Context: an optimization exercise on an open-source flow, tuned for small area, a short achievable clock period and few clock cycles. The choices shown serve that exercise and are no tape-out recipe.
Only simulation tests tie the RTL to the original design; equivalence was not proved.
The clock port is modelled as an ideal driver, which makes a skipped or thinned clock tree look cheaper than it is; a real chip needs a root buffer or a tree.
No activity file was given, so power comes from the tool's default toggle rates.

// AxisCrcChecker
module AxisCrcChecker(
  input        clock,
  input        reset,
  output       io_AxisSlv_ready,
  input        io_AxisSlv_valid,
  input        io_AxisSlv_bits_Tlast,
  input  [7:0] io_AxisSlv_bits_Tdata,
  input        io_AxisMst_ready,
  output       io_AxisMst_valid,
  output       io_AxisMst_bits_Tlast,
  output [7:0] io_AxisMst_bits_Tdata
);
clock: 15.0 ns
lec_check: 0
cap_margin: 40
core_margin: 2
core_utilization: 70
cts_buf_list: sky130_fd_sc_hd__clkbuf_16
cts_cluster_diameter: 100
cts_cluster_size: 30
place_density: 0.8
slew_margin: 40
synth_memory_max_bits: 16384
standard.sh (not shown) runs the stock make flow with config.mk's settings and CLKGATE_MAP_FILE= SYNTH_SCRIPT=/design/flow/synth_recipe.tcl, a recipe that flattens the netlist after the stock synthesis.
==> flow/flow/run.sh <==
#!/bin/bash
# Standard layout with these changes:
#  - the pins of each AXI4-Stream port are kept together (pins.tcl), and every
#    port gets a fast buffer (buf_4) instead of the default choice; timing
#    repair aims below the 15 ns constraint;
#  - during global placement, each flip-flop that drives an output port is
#    held next to its pin (placeio_early.tcl, unfix.tcl); after placement each
#    output port's buffer and its flip-flop are moved next to the pin
#    (placeio.tcl);
#  - after clock tree synthesis, the clock tree is rebuilt as a balanced tree
#    of four levels of inverters, the top level's four cells on the clock port
#    (ctree.tcl, ctree_build.tcl).
set -euo pipefail
export BUFFER_PORTS_ARGS="-buffer_cell sky130_fd_sc_hd__buf_4"
export SETUP_SLACK_MARGIN=11
export PRE_IO_PLACEMENT_TCL=$PWD/flow/pins.tcl
export PLACE_PINS_ARGS="-min_distance 8"
RES=orfs/results/$FLOW_PLATFORM/AxisCrcChecker/base
bash standard.sh $PWD/$RES/3_2_place_iop.odb > standard_iop.log 2>&1
openroad -no_init -exit flow/placeio_early.tcl > placeio_early.log 2>&1
bash standard.sh $PWD/$RES/3_3_place_gp.odb > standard_gp.log 2>&1
openroad -no_init -exit flow/unfix.tcl > unfix.log 2>&1
bash standard.sh place > standard_place.log 2>&1
openroad -no_init -exit flow/placeio.tcl > placeio.log 2>&1
bash standard.sh cts > standard_cts.log 2>&1
openroad -no_init -exit flow/ctree.tcl > ctree.log 2>&1
bash standard.sh > standard_finish.log 2>&1
Other scripts of this flow, unchanged in this note and not shown: flow/flow/ctree.tcl, flow/flow/ctree_build.tcl, flow/flow/pins.tcl, flow/flow/placeio.tcl, flow/flow/placeio_early.tcl, flow/flow/unfix.tcl
Testbench counts at the start, summed over its fixed seeds: cycles 46,406.
Then changed:
- CORE_UTILIZATION: 70 -> 65
- PLACE_DENSITY: 0.8 -> 0.75
The changed run finished clean.
Via count drops by 4.1%.
Combinational power drops by 6.6%.
Power drops by 0.64%.
Wire length drops by 26%.
Setup slack gets better by 140 ps.
Register-to-register slack gets worse by 190 ps.
Then changed:
- CORE_UTILIZATION: 65 -> 60
- PLACE_DENSITY: 0.75 -> 0.7
=> Area after synthesis is unchanged; first-iteration DRC count decreases by 5.5%; routed wire length is lower by 14%; die area is higher by 8.3%; cell area hardly moves; synthesized cell count does not change; flip-flop and latch count stays the same.
No run of this note takes its clock network from TritonCTS; it comes from the design's own scripts or RTL.

run 1:
Another version of the RTL of AxisCrcChecker (not shown whole).
Size: about 8,400 flip-flops, about 24 I/O pins, ~0.18 sq mm of cells after synthesis.
export LEC_CHECK = 0
export CAP_MARGIN = 40
export CORE_MARGIN = 2
export CORE_UTILIZATION = 60
export CTS_BUF_LIST = sky130_fd_sc_hd__clkbuf_16
export CTS_CLUSTER_DIAMETER = 100
export CTS_CLUSTER_SIZE = 30
export PLACE_DENSITY = 0.7
export SLEW_MARGIN = 40
export SYNTH_MEMORY_MAX_BITS = 16384
create_clock -name core_clock -period 15.0 [get_ports {clock}]
==> flow/flow/run.sh <==
#!/bin/bash
# Standard layout with these changes:
#  - the pins of each AXI4-Stream port are kept together (pins.tcl), and every
#    port gets a fast buffer (buf_4) instead of the default choice; timing
#    repair aims below the 15 ns constraint;
#  - during global placement, each flip-flop that drives an output port is
#    held next to its pin (placeio_early.tcl, unfix.tcl); after placement each
#    output port's buffer and its flip-flop are moved next to the pin
#    (placeio.tcl);
#  - after clock tree synthesis, the clock tree is rebuilt as a balanced tree
#    of four levels of inverters, the top level's four cells on the clock port
#    (ctree.tcl, ctree_build.tcl).
set -euo pipefail
export BUFFER_PORTS_ARGS="-buffer_cell sky130_fd_sc_hd__buf_4"
export SETUP_SLACK_MARGIN=11
export PRE_IO_PLACEMENT_TCL=$PWD/flow/pins.tcl
RES=orfs/results/$FLOW_PLATFORM/AxisCrcChecker/base
bash standard.sh $PWD/$RES/3_2_place_iop.odb > standard_iop.log 2>&1
openroad -no_init -exit flow/placeio_early.tcl > placeio_early.log 2>&1
bash standard.sh $PWD/$RES/3_3_place_gp.odb > standard_gp.log 2>&1
openroad -no_init -exit flow/unfix.tcl > unfix.log 2>&1
bash standard.sh place > standard_place.log 2>&1
openroad -no_init -exit flow/placeio.tcl > placeio.log 2>&1
bash standard.sh cts > standard_cts.log 2>&1
openroad -no_init -exit flow/ctree.tcl > ctree.log 2>&1
bash standard.sh > standard_finish.log 2>&1
==> flow/flow/ctree_build.tcl <==
# Replace the clock tree with a balanced tree of inverters built by recursive
# bisection of the clock sinks.  Levels (top to bottom): L1 (on the port, 4
# cells), L2, L3, L4 (leaves, at most F4 sinks each).  An even number of
# inverting levels keeps the clock's polarity.
proc env_or {name def} { if {[info exists ::env($name)]} { return $::env($name) } { return $def } }
set F4 [env_or CT_F4 30]
set F3 [env_or CT_F3 4]
set N2 [env_or CT_N2 4]
set M1 [env_or CT_M1 sky130_fd_sc_hd__clkinv_16]
set M2 [env_or CT_M2 sky130_fd_sc_hd__clkinv_16]
set M3 [env_or CT_M3 sky130_fd_sc_hd__clkinv_8]
set M4 [env_or CT_M4 sky130_fd_sc_hd__clkinv_8]
set H4 [expr {[env_or CT_H4 1e9] * [[ord::get_db_block] getDbUnitsPerMicron]}]

set block [ord::get_db_block]
set db [ord::get_db]
set port [$block findBTerm clock]
set pnet [$port getNet]

set sinks {}
set dead_insts {}
set dead_nets {}
proc walk {net} {
  global sinks dead_insts dead_nets
  foreach it [$net getITerms] {
    if {![$it isInputSignal]} { continue }
    set inst [$it getInst]
    set m [[$inst getMaster] getName]
    if {[string match "*__clkbuf_*" $m] || [string match "*__clkinv_*" $m] || [string match "*__buf_*" $m] || [string match "*__inv_*" $m]} {
      lappend dead_insts $inst
      foreach o [$inst getITerms] {
        if {[$o isOutputSignal]} { set on [$o getNet]; if {$on ne "NULL"} { lappend dead_nets $on; walk $on } }
      }
    } else {
      lappend sinks $it
    }
  }
}
walk $pnet
puts "ctree: [llength $sinks] sinks, removing [llength $dead_insts] buffers"
set pts {}
foreach it $sinks {
  set xy [$it getAvgXY]
  if {[lindex $xy 0] == 0} {
    set loc [[$it getInst] getLocation]
    set xy [list 1 [lindex $loc 0] [lindex $loc 1]]
  }
  lappend pts [list [lindex $xy 1] [lindex $xy 2] $it]
  $it disconnect
}
foreach inst $dead_insts {
  foreach it [$inst getITerms] { if {[$it getNet] ne "NULL"} { $it disconnect } }
  odb::dbInst_destroy $inst
}
foreach n $dead_nets { odb::dbNet_destroy $n }

proc split_pts {items m} {
  if {$m <= 1 || [llength $items] <= 1} { return [list $items] }
  set m1 [expr {$m / 2}]
  set m2 [expr {$m - $m1}]
  set xs {}; set ys {}
  foreach p $items { lappend xs [lindex $p 0]; lappend ys [lindex $p 1] }
  set xs [lsort -integer $xs]; set ys [lsort -integer $ys]
  set dx [expr {[lindex $xs end] - [lindex $xs 0]}]
  set dy [expr {[lindex $ys end] - [lindex $ys 0]}]
  set idx [expr {$dx >= $dy ? 0 : 1}]
  set s [lsort -integer -index $idx $items]
  set n [llength $s]
  set cut [expr {int(round(double($n) * $m1 / $m))}]
  if {$cut < 1} { set cut 1 }
  if {$cut > $n - 1} { set cut [expr {$n - 1}] }
  return [concat [split_pts [lrange $s 0 [expr {$cut - 1}]] $m1] [split_pts [lrange $s $cut end] $m2]]
}
proc hpwl {items} {
  set xs {}; set ys {}
  foreach p $items { lappend xs [lindex $p 0]; lappend ys [lindex $p 1] }
  set xs [lsort -integer $xs]; set ys [lsort -integer $ys]
  return [expr {[lindex $xs end] - [lindex $xs 0] + [lindex $ys end] - [lindex $ys 0]}]
}
# split a group of sinks into leaves of at most F4 sinks whose spread is at most H4
proc leaf_groups {items} {
  global F4 H4
  set nl [expr {int(ceil(double([llength $items]) / $F4))}]
  set out {}
  foreach g [split_pts $items $nl] {
    if {[llength $g] > 1 && [hpwl $g] > $H4} {
      set out [concat $out [split_pts $g 2]]
    } else {
      lappend out $g
    }
  }
  return $out
}
proc centroid {items} {
  set sx 0.0; set sy 0.0
  foreach p $items { set sx [expr {$sx + [lindex $p 0]}]; set sy [expr {$sy + [lindex $p 1]}] }
  set n [llength $items]
  return [list [expr {int($sx / $n)}] [expr {int($sy / $n)}]]
}
set cnt 0
# make an inverter of master m at (x, y) driving the given iterms; returns {x y inputITerm}
proc make_inv {mname lvl x y loads} {
  global block db cnt
  set master [$db findMaster $mname]
  incr cnt
  set inst [odb::dbInst_create $block $master "ctinv_${lvl}_$cnt"]
  set w [$master getWidth]; set h [$master getHeight]
  $inst setLocation [expr {$x - $w / 2}] [expr {$y - $h / 2}]
  $inst setPlacementStatus PLACED
  set net [odb::dbNet_create $block "ctnet_${lvl}_$cnt"]
  $net setSigType CLOCK
  [$inst findITerm Y] connect $net
  foreach it $loads { $it connect $net }
  return [list $x $y [$inst findITerm A]]
}
set l1items {}
foreach g1 [split_pts $pts 4] {
  set l2items {}
  foreach g2 [split_pts $g1 $N2] {
    set nleaf [expr {int(ceil(double([llength $g2]) / $F4))}]
    set n3 [expr {int(ceil(double($nleaf) / $F3))}]
    set l3items {}
    foreach g3 [split_pts $g2 $n3] {
      set l4items {}
      foreach g4 [leaf_groups $g3] {
        set c [centroid $g4]
        set loads {}
        foreach p $g4 { lappend loads [lindex $p 2] }
        lappend l4items [make_inv $M4 4 [lindex $c 0] [lindex $c 1] $loads]
      }
      set c [centroid $l4items]
      set loads {}
      foreach p $l4items { lappend loads [lindex $p 2] }
      lappend l3items [make_inv $M3 3 [lindex $c 0] [lindex $c 1] $loads]
    }
    set c [centroid $l3items]
    set loads {}
    foreach p $l3items { lappend loads [lindex $p 2] }
    lappend l2items [make_inv $M2 2 [lindex $c 0] [lindex $c 1] $loads]
  }
  set c [centroid $l2items]
  set loads {}
  foreach p $l2items { lappend loads [lindex $p 2] }
  set r [make_inv $M1 1 [lindex $c 0] [lindex $c 1] $loads]
  [lindex $r 2] connect $pnet
}
puts "ctree: built $cnt inverters"
Other scripts of this flow, unchanged in this note and not shown: flow/flow/ctree.tcl, flow/flow/pins.tcl, flow/flow/placeio.tcl, flow/flow/placeio_early.tcl, flow/flow/unfix.tcl
Run 1 completed every stage of the flow, and the final layout passed the timing, DRC and antenna checks.
Testbench counts of run 1, summed over its fixed seeds: cycles 46,598.
Setup changes, run 1 to run 2
-- flow/flow/run.sh --
<<< run 1, line 17
>>> run 2, line 17
export PLACE_PINS_ARGS="-min_distance 8"
-- flow/flow/ctree_build.tcl --
<<< run 1, line 9
set M1 [env_or CT_M1 sky130_fd_sc_hd__clkinv_16]
>>> run 2, line 9
set M1 [env_or CT_M1 sky130_fd_sc_hd__inv_16]
<<< run 1, line 11
set M3 [env_or CT_M3 sky130_fd_sc_hd__clkinv_8]
>>> run 2, line 11
set M3 [env_or CT_M3 sky130_fd_sc_hd__inv_12]
### Flow results
Looking at run 1 and run 2, the net count after synthesis is a wash.
Taking run 1 as the reference, in run 2 critical path depth increased 2, first-pass iteration count of the detailed router decreased 2, combinational power decreased 4.4%, post-synthesis mux area share essentially unchanged, number of flip-flops and latches essentially unchanged.
Power of run 2 exceeds that of run 1 slightly.
Comparing run 2 with run 1, the count of filler cells inserted in the layout came out essentially unchanged.
Compared run 1 against run 2; logic gate share of total power within noise.
Of run 1 and run 2, run 1 shows the higher first-iteration DRC count, with run 2 below it.
Looking at run 1 and run 2, the post-layout instance area is a wash.
For run 1, the first element of the critical path was o_d[1], unlike run 2, where it was io_AxisSlv_valid.
Changes in run 3 relative to run 2:
-- flow/flow/run.sh --
<<< run 2, line 17
export PLACE_PINS_ARGS="-min_distance 8"
>>> run 3, line 17
-- flow/flow/ctree_build.tcl --
<<< run 2, line 9
set M1 [env_or CT_M1 sky130_fd_sc_hd__inv_16]
>>> run 3, line 9
set M1 [env_or CT_M1 sky130_fd_sc_hd__clkinv_16]
<<< run 2, line 11
set M3 [env_or CT_M3 sky130_fd_sc_hd__inv_12]
>>> run 3, line 11
set M3 [env_or CT_M3 sky130_fd_sc_hd__clkinv_8]
<<< run 2, line 13
set H4 [expr {[env_or CT_H4 1e9] * [[ord::get_db_block] getDbUnitsPerMicron]}]
>>> run 3, line 13
set H4 [expr {[env_or CT_H4 120] * [[ord::get_db_block] getDbUnitsPerMicron]}]
--- outcome ---
Run 2 vs run 3, highest-delay cell along the critical path: sky130_fd_sc_hd__nor2b_2 vs sky130_fd_sc_hd__dfxtp_2. Compared with run 2, ratio of total power to cell area in run 3 decreased slightly. Routed wire in run 3 totals more than in run 2. Run 3 reports its top routing layer in use as met5 while run 2 reports met4. Taking run 3 over run 2, the maximum number of pins on one net before global-route repair ratio works out to 0.894. The maximum clock frequency of run 3 is lower than that of run 2. Diff run 2..run 3 | post-route worst hold slack | negligible. Run 2 -> run 3: cell area flat.
What run 4 does differently from run 3 at the input level:
-- flow/flow/run.sh --
<<< run 3, line 17
>>> run 4, line 17
export PLACE_PINS_ARGS="-min_distance 8"
-- flow/flow/ctree_build.tcl --
<<< run 3, line 13
set H4 [expr {[env_or CT_H4 120] * [[ord::get_db_block] getDbUnitsPerMicron]}]
>>> run 4, line 13
set H4 [expr {[env_or CT_H4 1e9] * [[ord::get_db_block] getDbUnitsPerMicron]}]
Notes after the runs:
Fmax in run 4 is 0.72% higher than in run 3. Between run 3 and run 4, the core utilization does not differ in any meaningful way. The run with more setup slack is run 4; run 3 has less. Total power draw: run 3 vs run 4 — no meaningful difference. Met3 track demand over resource in global routing: run 4 vs run 3 down 0.24 points. Between run 3 and run 4, the clock latency on the worst-skew pair does not differ in any meaningful way. Of run 3 and run 4, the higher final cycle utilization of the critical path belongs to run 3. Measured against each other, run 3 and run 4 differ in met1 routed wirelength after detailed routing, the lower figure coming from run 3.
No run of this note takes its clock network from TritonCTS; it comes from the design's own scripts or RTL.

v46:
Another version of the RTL of AxisCrcChecker (not shown whole).
Size in the first run: ~9900 cells after synthesis, roughly 8600 flip-flops, about 190000 sq um of cells after synthesis.
Settings: LEC_CHECK=0, CAP_MARGIN=40, CORE_MARGIN=2, CORE_UTILIZATION=60, CTS_BUF_LIST=sky130_fd_sc_hd__clkbuf_16, CTS_CLUSTER_DIAMETER=100, CTS_CLUSTER_SIZE=30, PLACE_DENSITY=0.7, SLEW_MARGIN=40, SYNTH_MEMORY_MAX_BITS=16384; clock period 15.0 ns.
run.sh (not shown) runs the stock make flow with config.mk's settings and CLKGATE_MAP_FILE= SYNTH_SCRIPT=/design/flow/synth_recipe.tcl, a recipe that flattens the netlist after the stock synthesis.
Stock flow here: none of the scripts above is used.
Testbench counts of v46, summed over its fixed seeds: cycles 46,188.
Input-level comparison between v8 and v46:
==> flow/flow/run.sh (new file) <==
#!/bin/bash
# Standard layout, with a fast buffer on every port and timing repair aimed
# below the 15 ns constraint.
set -euo pipefail
export BUFFER_PORTS_ARGS="-buffer_cell sky130_fd_sc_hd__buf_4"
export SETUP_SLACK_MARGIN=11
bash standard.sh > standard.log 2>&1
==> flow/standard.sh (new file) <==
#!/bin/bash
# synth_recipe.tcl (not shown) runs the flow's synth.tcl, then flattens the netlist and writes it again
# the make line also repeats each setting of config.mk as NAME=value (left out here)
make -C /OpenROAD-flow-scripts/flow DESIGN_CONFIG=/design/flow/config.mk WORK_HOME=/design/flow/orfs CLKGATE_MAP_FILE= SYNTH_SCRIPT=/design/flow/synth_recipe.tcl "${@:-finish}"
removed: flow/run.sh
Findings:
- v8 has completed all stages; timing, DRC and antenna checks passed.
- v8: routed length on met2 0.93% above v46
- v46 -> v8: wire length of the first global-routing pass flat
- Of v8 and v46, v46 shows the lower setup slack, with v8 above it.
- Status: growth of design area from synthesis to finish parity (v46, v8)
- Comparing v8 against v46, there is no change at all in die extent in y.
Input changes introduced in v48 (baseline for comparison: v8):
==> flow/flow/run.sh <==
#!/bin/bash
# Standard layout, with a fast buffer on every port instead of the default choice.
set -euo pipefail
export BUFFER_PORTS_ARGS="-buffer_cell sky130_fd_sc_hd__buf_4"
bash standard.sh > standard.log 2>&1
Notes after the runs:
- In the flow results for v48 and v8, the normalized max-slew margin is smaller on v8.
- There was hardly any difference in clock network contribution to total cell area between v8 and v48.
- Power: v48 vs v8, no meaningful difference
- Going from v8 to v48, maximum clock skew at final layout now smaller, fraction of area in non-clock buffers was more or less identical.
- v8 → v48: worst setup margin now sits lower, slew at the pin with the worst max-slew slack shows a reduction of 43 ps.
- Between v48 and v8, it is v48 whose total number of vias is higher, by about 0.32%.
- Looking at clock buffer instance count of the final layout, v48 sits 0.30% above v8.

==> static timing again, ports no longer ideal <==
Ports are ideal in the flow. The routed layouts listed here were re-timed in OpenROAD. Step 1 sets driving cells, clkbuf_16 on the clock port and buf_2 on the other inputs (assumed; they add their load-dependent delay and slew). Step 2 adds t to the input delays and takes it off the output delays; t is the mean of the earliest and latest rising clock arrival at the registers after step 1. Input paths then give back, and output paths get back, about the clock's delay inside the block. Slacks: no drivers / after step 1 / after step 2; pairs: no drivers / after step 1.
run	t (ns)	setup WS [ns]	hold WS [ns]	worst setup path after step 2	worst register clock-pin slew, ns
the first run of note 1	0.703	11.032 / 10.805 / 10.589	0.287 / 0.287 / 0.287	input to register	0.12 / 0.12
the second run of note 1	0.694	11.169 / 10.867 / 10.844	0.300 / 0.300 / 0.300	input to register	0.11 / 0.11
the third run of note 1	0.691	11.169 / 10.875 / 10.881	0.302 / 0.301 / 0.301	input to register	0.11 / 0.11
run 1	0.842	11.009 / 10.683 / 10.729	0.300 / 0.300 / 0.300	input to register	0.11 / 0.11
run 2	0.685	11.152 / 10.889 / 10.688	0.290 / 0.290 / 0.290	input to register	0.11 / 0.11
run 3	0.845	11.005 / 10.680 / 10.728	0.292 / 0.292 / 0.292	input to register	0.10 / 0.10
run 4	0.841	11.033 / 10.723 / 10.680	0.283 / 0.285 / 0.285	input to register	0.11 / 0.11
v46	0.987	10.113 / 10.023 / 9.808	0.289 / 0.289 / 0.289	input to register	0.11 / 0.11
v8	0.982	10.553 / 10.458 / 10.134	0.269 / 0.269 / 0.269	input to register	0.11 / 0.11
v48	0.990	10.479 / 10.388 / 10.002	0.298 / 0.298 / 0.298	input to register	0.12 / 0.12
After both steps every run listed still meets setup and hold. For v48, which loses most, drivers alone change the setup slack by -0.091 ns; drivers and shift together by -0.477 ns.
